Background: an optimization exercise with open tools, aiming at small area. Do not read the settings as production practice. RTL that was checked went through simulation tests only; none was proved equivalent to the original. Power figures rest on the tool's default switching activity, not on a simulated workload.

red:
==> module AddRawFN, before the edit <==
module AddRawFN(
  input         clock,
  input         reset,
  input         io_a_isNaN,
  input         io_a_isInf,
  input         io_a_isZero,
  input  [8:0]  io_a_exp,
  input  [22:0] io_a_sig,
  input         io_b_isNaN,
  input         io_b_isInf,
  input         io_b_isZero,
  input  [8:0]  io_b_exp,
  input  [22:0] io_b_sig,
  output        io_invalidExc,
  output        io_rawOut_isNaN,
  output        io_rawOut_isInf,
  output        io_rawOut_isZero,
  output [8:0]  io_rawOut_exp,
  output [22:0] io_rawOut_sig
);
  wire [3:0] flags;
  m_flags uf(io_a_isNaN, io_a_isInf, io_a_isZero, io_a_exp, io_a_sig,
             io_b_isNaN, io_b_isInf, io_b_isZero, io_b_exp, io_b_sig, flags);
  wire swap, swapn, swl, far, m24;
  wire [4:0] m, mn;
  wire [8:0] E;
  m_exp ue(io_a_exp, io_b_exp, swap, swapn, swl, m, mn, far, m24, E);
  wire [24:0] Xn;
  assign Xn[24] = swap;
  c_nor2 ux23(swap, io_b_sig[22], Xn[23]);
  c_o22ai ux1(swapn, io_a_sig[1], swap, io_b_sig[0], Xn[1]);
  c_nand2 ux0(swap, io_a_sig[0], Xn[0]);
  genvar i;
  generate for (i = 2; i <= 22; i = i + 1) begin : gx
    c_o22ai u(swapn, io_a_sig[i], swap, io_b_sig[i-1], Xn[i]);
  end endgenerate
  wire [24:0] y1;
  generate for (i = 0; i <= 8; i = i + 1) begin : gy1
    c_o22ai u(mn[4], Xn[i+16], m[4], Xn[i], y1[i]);
  end endgenerate
  generate for (i = 9; i <= 24; i = i + 1) begin : fy1
    c_nor2 u(m[4], Xn[i], y1[i]);
  end endgenerate
  wire [24:0] y2n;
  generate for (i = 0; i <= 16; i = i + 1) begin : gy2n
    c_o22ai u(mn[3], y1[i+8], m[3], y1[i], y2n[i]);
  end endgenerate
  generate for (i = 17; i <= 24; i = i + 1) begin : fy2n
    c_nand2 u(mn[3], y1[i], y2n[i]);
  end endgenerate
  wire [24:0] y3;
  generate for (i = 0; i <= 20; i = i + 1) begin : gy3
    c_o22ai u(mn[2], y2n[i+4], m[2], y2n[i], y3[i]);
  end endgenerate
  generate for (i = 21; i <= 24; i = i + 1) begin : fy3
    c_nor2 u(m[2], y2n[i], y3[i]);
  end endgenerate
  wire [24:0] y4n;
  generate for (i = 0; i <= 22; i = i + 1) begin : gy4n
    c_o22ai u(mn[1], y3[i+2], m[1], y3[i], y4n[i]);
  end endgenerate
  generate for (i = 23; i <= 24; i = i + 1) begin : fy4n
    c_nand2 u(mn[1], y3[i], y4n[i]);
  end endgenerate
  wire Tpre;
  m_sticky ust(m[4:1], m24, swl, Xn[15:0], y1[7:0], y2n[3:0], y3[1:0], Tpre);
  wire [22:0] Ln;
  wire swln = ~swl;
  generate for (i = 0; i <= 22; i = i + 1) begin : gl
    c_o22ai u(swln, io_b_sig[i], swl, io_a_sig[i], Ln[i]);
  end endgenerate
  reg [22:0] q_ln;
  reg [24:0] q_yn;
  reg        q_m0, q_far, q_t;
  reg [8:0]  q_e;
  reg [3:0]  q_f;
  always @(posedge clock) begin
    q_ln <= Ln;
    q_yn <= y4n;
    q_m0 <= m[0];
    q_far <= far;
    q_t <= Tpre;
    q_e <= E;
    q_f <= flags;
  end
  wire qpA = ~q_m0 | q_far;
  wire qpB = q_m0 | q_far;
  wire [24:0] y5;
  generate for (i = 0; i <= 23; i = i + 1) begin : gy5
    c_o22ai u(qpA, q_yn[i+1], qpB, q_yn[i], y5[i]);
  end endgenerate
  c_nor2 uy5(qpB, q_yn[24], y5[24]);
  wire [23:0] q_b = y5[24:1];
  wire q_g = y5[0];
  wire q_st = (q_t | (q_m0 & ~q_yn[0])) & ~q_far;
  wire [23:0] q_s;
  wire [11:0] q_c;
  m_badd ub({1'b0, q_ln}, q_b, q_s, q_c);
  wire [22:0] F;
  wire [8:0] Eo;
  m_s2 u2(q_s, q_c, q_g, q_st, q_e, F, Eo);
  reg [35:0] p2, p3, p4, p5, p6;
  always @(posedge clock) begin
    p2 <= {q_f, Eo, F};
    p3 <= p2;
    p4 <= p3;
    p5 <= p4;
    p6 <= p5;
  end
  assign {io_invalidExc, io_rawOut_isNaN, io_rawOut_isInf, io_rawOut_isZero, io_rawOut_exp, io_rawOut_sig} = p6;
endmodule
==> module m_badd, before the edit <==
module m_badd(input [23:0] An, B, output [23:0] s, output [11:0] c);
  genvar i;
  generate for (i = 0; i < 12; i = i + 1) begin : blk
    m_b2 u(An[2*i+1:2*i], B[2*i+1:2*i], s[2*i+1:2*i], c[i]);
  end endgenerate
endmodule
==> module m_b2, before the edit <==
module m_b2(input [1:0] an, b, output [1:0] s, output c);
  wire [1:0] a = ~an;
  wire g0 = a[0] & b[0];
  assign s[0] = a[0] ^ b[0];
  m_fa f(a[1], b[1], g0, s[1], c);
endmodule
Settings: LEC_CHECK=0, ABC_AREA=0, CAP_MARGIN=20, CORE_MARGIN=2, CORE_UTILIZATION=55, CTS_BUF_LIST=sky130_fd_sc_hd__clkbuf_8, CTS_CLUSTER_DIAMETER=60, CTS_CLUSTER_SIZE=20, GPL_TIMING_DRIVEN=0, SLEW_MARGIN=20, SYNTH_HIERARCHICAL=1, SYNTH_MINIMUM_KEEP_SIZE=0; clock period 4.0 ns.
standard.sh (not shown) runs the stock make flow with config.mk's settings and CLKGATE_MAP_FILE= SYNTH_SCRIPT=/design/flow/synth_recipe.tcl, a recipe that flattens the netlist after the stock synthesis.
==> flow/flow/run.sh <==
#!/bin/bash
# Standard ORFS layout, but with plain buf_1 cells as the port buffers instead of the
# delay cells buffer_ports would otherwise pick. Full make output goes to standard.log.
set -euo pipefail
bash standard.sh "BUFFER_PORTS_ARGS=-buffer_cell sky130_fd_sc_hd__buf_1" finish > standard.log 2>&1
Input changes introduced in blue (baseline for comparison: red):
--- a/flow/design.v
+++ b/flow/design.v
@@ -65,10 +65,7 @@
   wire Tpre;
   m_sticky ust(m[4:1], m24, swl, Xn[15:0], y1[7:0], y2n[3:0], y3[1:0], Tpre);
-  wire [22:0] Ln;
-  wire swln = ~swl;
-  generate for (i = 0; i <= 22; i = i + 1) begin : gl
-    c_o22ai u(swln, io_b_sig[i], swl, io_a_sig[i], Ln[i]);
-  end endgenerate
-  reg [22:0] q_ln;
+  wire [22:0] L;
+  m_lmux ulm(swl, io_a_sig, io_b_sig, L);
+  reg [22:0] q_l;
   reg [24:0] q_yn;
   reg        q_m0, q_far, q_t;
@@ -76,5 +73,5 @@
   reg [3:0]  q_f;
   always @(posedge clock) begin
-    q_ln <= Ln;
+    q_l <= L;
     q_yn <= y4n;
     q_m0 <= m[0];
@@ -96,5 +93,5 @@
   wire [23:0] q_s;
   wire [11:0] q_c;
-  m_badd ub({1'b0, q_ln}, q_b, q_s, q_c);
+  m_badd ub({1'b1, q_l}, q_b, q_s, q_c);
   wire [22:0] F;
   wire [8:0] Eo;
@@ -189,12 +186,14 @@
   assign y = ~((a1 & a2) | (b1 & b2));
 endmodule
-module m_badd(input [23:0] An, B, output [23:0] s, output [11:0] c);
+module m_lmux(input swap, input [22:0] as, bs, output [22:0] L);
+  assign L = swap ? bs : as;
+endmodule
+module m_badd(input [23:0] A, B, output [23:0] s, output [11:0] c);
   genvar i;
   generate for (i = 0; i < 12; i = i + 1) begin : blk
-    m_b2 u(An[2*i+1:2*i], B[2*i+1:2*i], s[2*i+1:2*i], c[i]);
-  end endgenerate
-endmodule
-module m_b2(input [1:0] an, b, output [1:0] s, output c);
-  wire [1:0] a = ~an;
+    m_b2 u(A[2*i+1:2*i], B[2*i+1:2*i], s[2*i+1:2*i], c[i]);
+  end endgenerate
+endmodule
+module m_b2(input [1:0] a, b, output [1:0] s, output c);
   wire g0 = a[0] & b[0];
   assign s[0] = a[0] ^ b[0];
### Flow results
blue: first-pass GRT wire length is about 1.6% higher than what red reported. Going from red to blue, worst IR drop on VDD shows an increase of about 30%; global routing met1 resource utilization shows no meaningful change; setup slack shows an increase of 50 ps; core occupancy in the finished layout shows a reduction of 1.4 points; wire length on met3 shows a reduction of about 12%. blue vs. red: met1 layer wirelength in the final routing climbed about 3.4%; routed wire length climbed 1200 µm; CTS buffer count dropped 1; gate count of the mapped netlist dropped 2.9%. Run comparison: blue cell at the slowest stage of the critical path a211oi_1; red cell at the slowest stage of the critical path xor2_4.

---

Setup of P:
The RTL this note starts from:
==> flow/design.v <==
module AddRawFN(
  input         clock,
  input         reset,
  input         io_a_isNaN,
  input         io_a_isInf,
  input         io_a_isZero,
  input  [8:0]  io_a_exp,
  input  [22:0] io_a_sig,
  input         io_b_isNaN,
  input         io_b_isInf,
  input         io_b_isZero,
  input  [8:0]  io_b_exp,
  input  [22:0] io_b_sig,
  output        io_invalidExc,
  output        io_rawOut_isNaN,
  output        io_rawOut_isInf,
  output        io_rawOut_isZero,
  output [8:0]  io_rawOut_exp,
  output [22:0] io_rawOut_sig
);
  wire sNaN_a = io_a_isNaN & ~io_a_isInf & ~io_a_isZero & (&io_a_exp[7:0]) & ~io_a_sig[22] & (|io_a_sig[21:0]);
  wire sNaN_b = io_b_isNaN & ~io_b_isInf & ~io_b_isZero & (&io_b_exp[7:0]) & ~io_b_sig[22] & (|io_b_sig[21:0]);
  wire [3:0] flags = {sNaN_a | sNaN_b | (io_a_isInf & io_b_isZero) | (io_a_isZero & io_b_isInf),
                      io_a_isNaN | io_b_isNaN, io_a_isInf | io_b_isInf, io_a_isZero | io_b_isZero};
  wire [9:0] dab = {1'b0, io_a_exp} - {1'b0, io_b_exp};
  wire [8:0] dba = io_b_exp - io_a_exp;
  wire swap = dab[9];
  wire [8:0] M = swap ? dba : dab[8:0];
  wire [8:0] E = swap ? io_b_exp : io_a_exp;
  wire [22:0] L = swap ? io_b_sig : io_a_sig;
  wire [22:0] S = swap ? io_a_sig : io_b_sig;
  wire far = M > 9'd24;
  wire [47:0] T = far ? 48'h0 : ({2'b01, S, 23'h0} >> M[4:0]);
  wire [24:0] A = {2'b01, L};
  wire [24:0] B = T[47:23];
  wire [8:0] s0 = {1'b0, A[7:0]} + {1'b0, B[7:0]};
  wire [8:0] s1 = {1'b0, A[15:8]} + {1'b0, B[15:8]};
  wire [8:0] s2 = {1'b0, A[24:16]} + {1'b0, B[24:16]};
  reg [24:0] q_s;
  reg [1:0]  q_c;
  reg        q_g, q_st;
  reg [8:0]  q_e;
  reg [3:0]  q_f;
  always @(posedge clock) begin
    q_s <= {s2[8:0], s1[7:0], s0[7:0]};
    q_c <= {s1[8], s0[8]};
    q_g <= T[22];
    q_st <= |T[21:0];
    q_e <= E;
    q_f <= flags;
  end
  wire [7:0] u1 = q_s[15:8] + {7'h0, q_c[0]};
  wire c16 = q_c[1] | (q_c[0] & (&q_s[15:8]));
  wire [8:0] u2 = q_s[24:16] + {8'h0, c16};
  wire [24:0] U = {u2, u1, q_s[7:0]};
  wire ovf = U[24];
  wire [22:0] F = ovf ? U[23:1] : U[22:0];
  wire G = ovf ? U[0] : q_g;
  wire RS = ovf ? (q_g | q_st) : q_st;
  wire up = G & (RS | F[0]);
  wire [23:0] Fr = {1'b0, F} + {23'h0, up};
  wire [8:0] Eo = q_e + {8'h0, ovf} + {8'h0, Fr[23]};
  reg [35:0] p2, p3, p4, p5, p6;
  always @(posedge clock) begin
    p2 <= {q_f, Eo, Fr[22:0]};
    p3 <= p2;
    p4 <= p3;
    p5 <= p4;
    p6 <= p5;
  end
  assign {io_invalidExc, io_rawOut_isNaN, io_rawOut_isInf, io_rawOut_isZero, io_rawOut_exp, io_rawOut_sig} = p6;
endmodule
==> flow/config.mk <==
export PLATFORM = sky130hd
export DESIGN_NAME = AddRawFN
export DESIGN_NICKNAME = AddRawFN
export VERILOG_FILES = /design/flow/design.v
export SDC_FILE = /design/flow/constraint.sdc
export NUM_CORES = 4
export LEC_CHECK = 0
export CAP_MARGIN = 20
export CORE_MARGIN = 2
export CORE_UTILIZATION = 40
export SLEW_MARGIN = 20
==> flow/constraint.sdc <==
create_clock -name core_clock -period 4.0 [get_ports {clock}]
set_input_delay 0.8000 -clock core_clock [delete_from_list [all_inputs] [get_ports {clock}]]
set_output_delay 0.8000 -clock core_clock [all_outputs]
set_load 0.01 [all_outputs]
run.sh (not shown) runs the stock make flow with config.mk's settings and CLKGATE_MAP_FILE= SYNTH_SCRIPT=/design/flow/synth_recipe.tcl, a recipe that flattens the netlist after the stock synthesis.
Stock flow here: none of the scripts above is used.
In P the implementation ran to completion but is not tape-out ready, as the final checks report negative setup slack.
Relative to P, the following input files were edited for T:
==> flow/design.v <==
module AddRawFN(
  input         clock,
  input         reset,
  input         io_a_isNaN,
  input         io_a_isInf,
  input         io_a_isZero,
  input  [8:0]  io_a_exp,
  input  [22:0] io_a_sig,
  input         io_b_isNaN,
  input         io_b_isInf,
  input         io_b_isZero,
  input  [8:0]  io_b_exp,
  input  [22:0] io_b_sig,
  output        io_invalidExc,
  output        io_rawOut_isNaN,
  output        io_rawOut_isInf,
  output        io_rawOut_isZero,
  output [8:0]  io_rawOut_exp,
  output [22:0] io_rawOut_sig
);
  wire sNaN_a = io_a_isNaN & ~io_a_isInf & ~io_a_isZero & (&io_a_exp[7:0]) & ~io_a_sig[22] & (|io_a_sig[21:0]);
  wire sNaN_b = io_b_isNaN & ~io_b_isInf & ~io_b_isZero & (&io_b_exp[7:0]) & ~io_b_sig[22] & (|io_b_sig[21:0]);
  wire [3:0] flags = {sNaN_a | sNaN_b | (io_a_isInf & io_b_isZero) | (io_a_isZero & io_b_isInf),
                      io_a_isNaN | io_b_isNaN, io_a_isInf | io_b_isInf, io_a_isZero | io_b_isZero};
  wire [9:0] dab = {1'b0, io_a_exp} - {1'b0, io_b_exp};
  wire [8:0] dba = io_b_exp - io_a_exp;
  wire swap = dab[9];
  wire [8:0] M = swap ? dba : dab[8:0];
  wire [8:0] E = swap ? io_b_exp : io_a_exp;
  wire [22:0] L = swap ? io_b_sig : io_a_sig;
  wire [22:0] S = swap ? io_a_sig : io_b_sig;
  wire far = M > 9'd24;
  wire [47:0] T = far ? 48'h0 : ({2'b01, S, 23'h0} >> M[4:0]);
  wire [25:0] Uhi = {2'b01, L} + T[47:23];
  wire ovf = Uhi[24];
  wire [22:0] F = ovf ? Uhi[23:1] : Uhi[22:0];
  wire G = ovf ? Uhi[0] : T[22];
  wire RS = ovf ? (|T[22:0]) : (|T[21:0]);
  wire up = G & (RS | F[0]);
  wire [23:0] Fr = {1'b0, F} + {23'h0, up};
  wire [8:0] Eo = E + {8'h0, ovf} + {8'h0, Fr[23]};
  reg [35:0] p1, p2, p3, p4, p5, p6;
  always @(posedge clock) begin
    p1 <= {flags, Eo, Fr[22:0]};
    p2 <= p1;
    p3 <= p2;
    p4 <= p3;
    p5 <= p4;
    p6 <= p5;
  end
  assign {io_invalidExc, io_rawOut_isNaN, io_rawOut_isInf, io_rawOut_isZero, io_rawOut_exp, io_rawOut_sig} = p6;
endmodule
- T finished all stages; layout check result: FAIL, due to negative setup slack.
- Global-route wire length before repair ends up higher on T.
- P → T: power attributed to combinational cells rose 34%; number of flops mapped to enable cells by yosys flat; filler-free cell count of the finished design has increased.
- T — switching part of the total power 2.2 points higher, P as reference
- For standard cell core area, T and P come out practically identical.
- Achievable frequency ended up 76 MHz lower on T than on P.
- When the final numbers for T and P were put side by side, the insertion delay to the later sink of the worst-skew pair turned out to be smaller in T.
- T vs P — detail-routed via count per cell climbed by a few percent
No run of this note included a check of the RTL's function; only the layout flow was run.

==> static timing again, ports no longer ideal <==
No port has a modelled driver above. Below, the same layouts with a new extraction and two added sets of constraints. Step 1, drivers: a clkbuf_16 drives clock and a buf_2 each remaining input, both assumed. Step 2, shift: input delay + t, output delay - t, t = (earliest + latest rising clock arrival at the registers) / 2. This alone moves slack from input paths to output paths. a / b / c = ideal ports / drivers / drivers and shift; a / b = the first two.
| run | t (ns) | setup WS [ns] | worst hold slack (ns) |
|---|---|---|---|
| red | 0.536 | 0.147 / 0.170 / -0.366 | 0.328 / 0.328 / 0.328 |
| blue | 0.532 | 0.197 / 0.212 / -0.319 | 0.333 / 0.333 / 0.333 |
| P | 0.538 | -0.487 / -0.493 / -1.032 | 0.310 / 0.310 / 0.310 |
| T | 0.494 | -2.822 / -2.845 / -3.339 | 0.313 / 0.313 / 0.313 |
Met with ideal ports but missed after step 2: setup timing in red and blue. For P, which loses most, drivers alone change the setup slack by -0.006 ns; drivers and shift together by -0.545 ns.
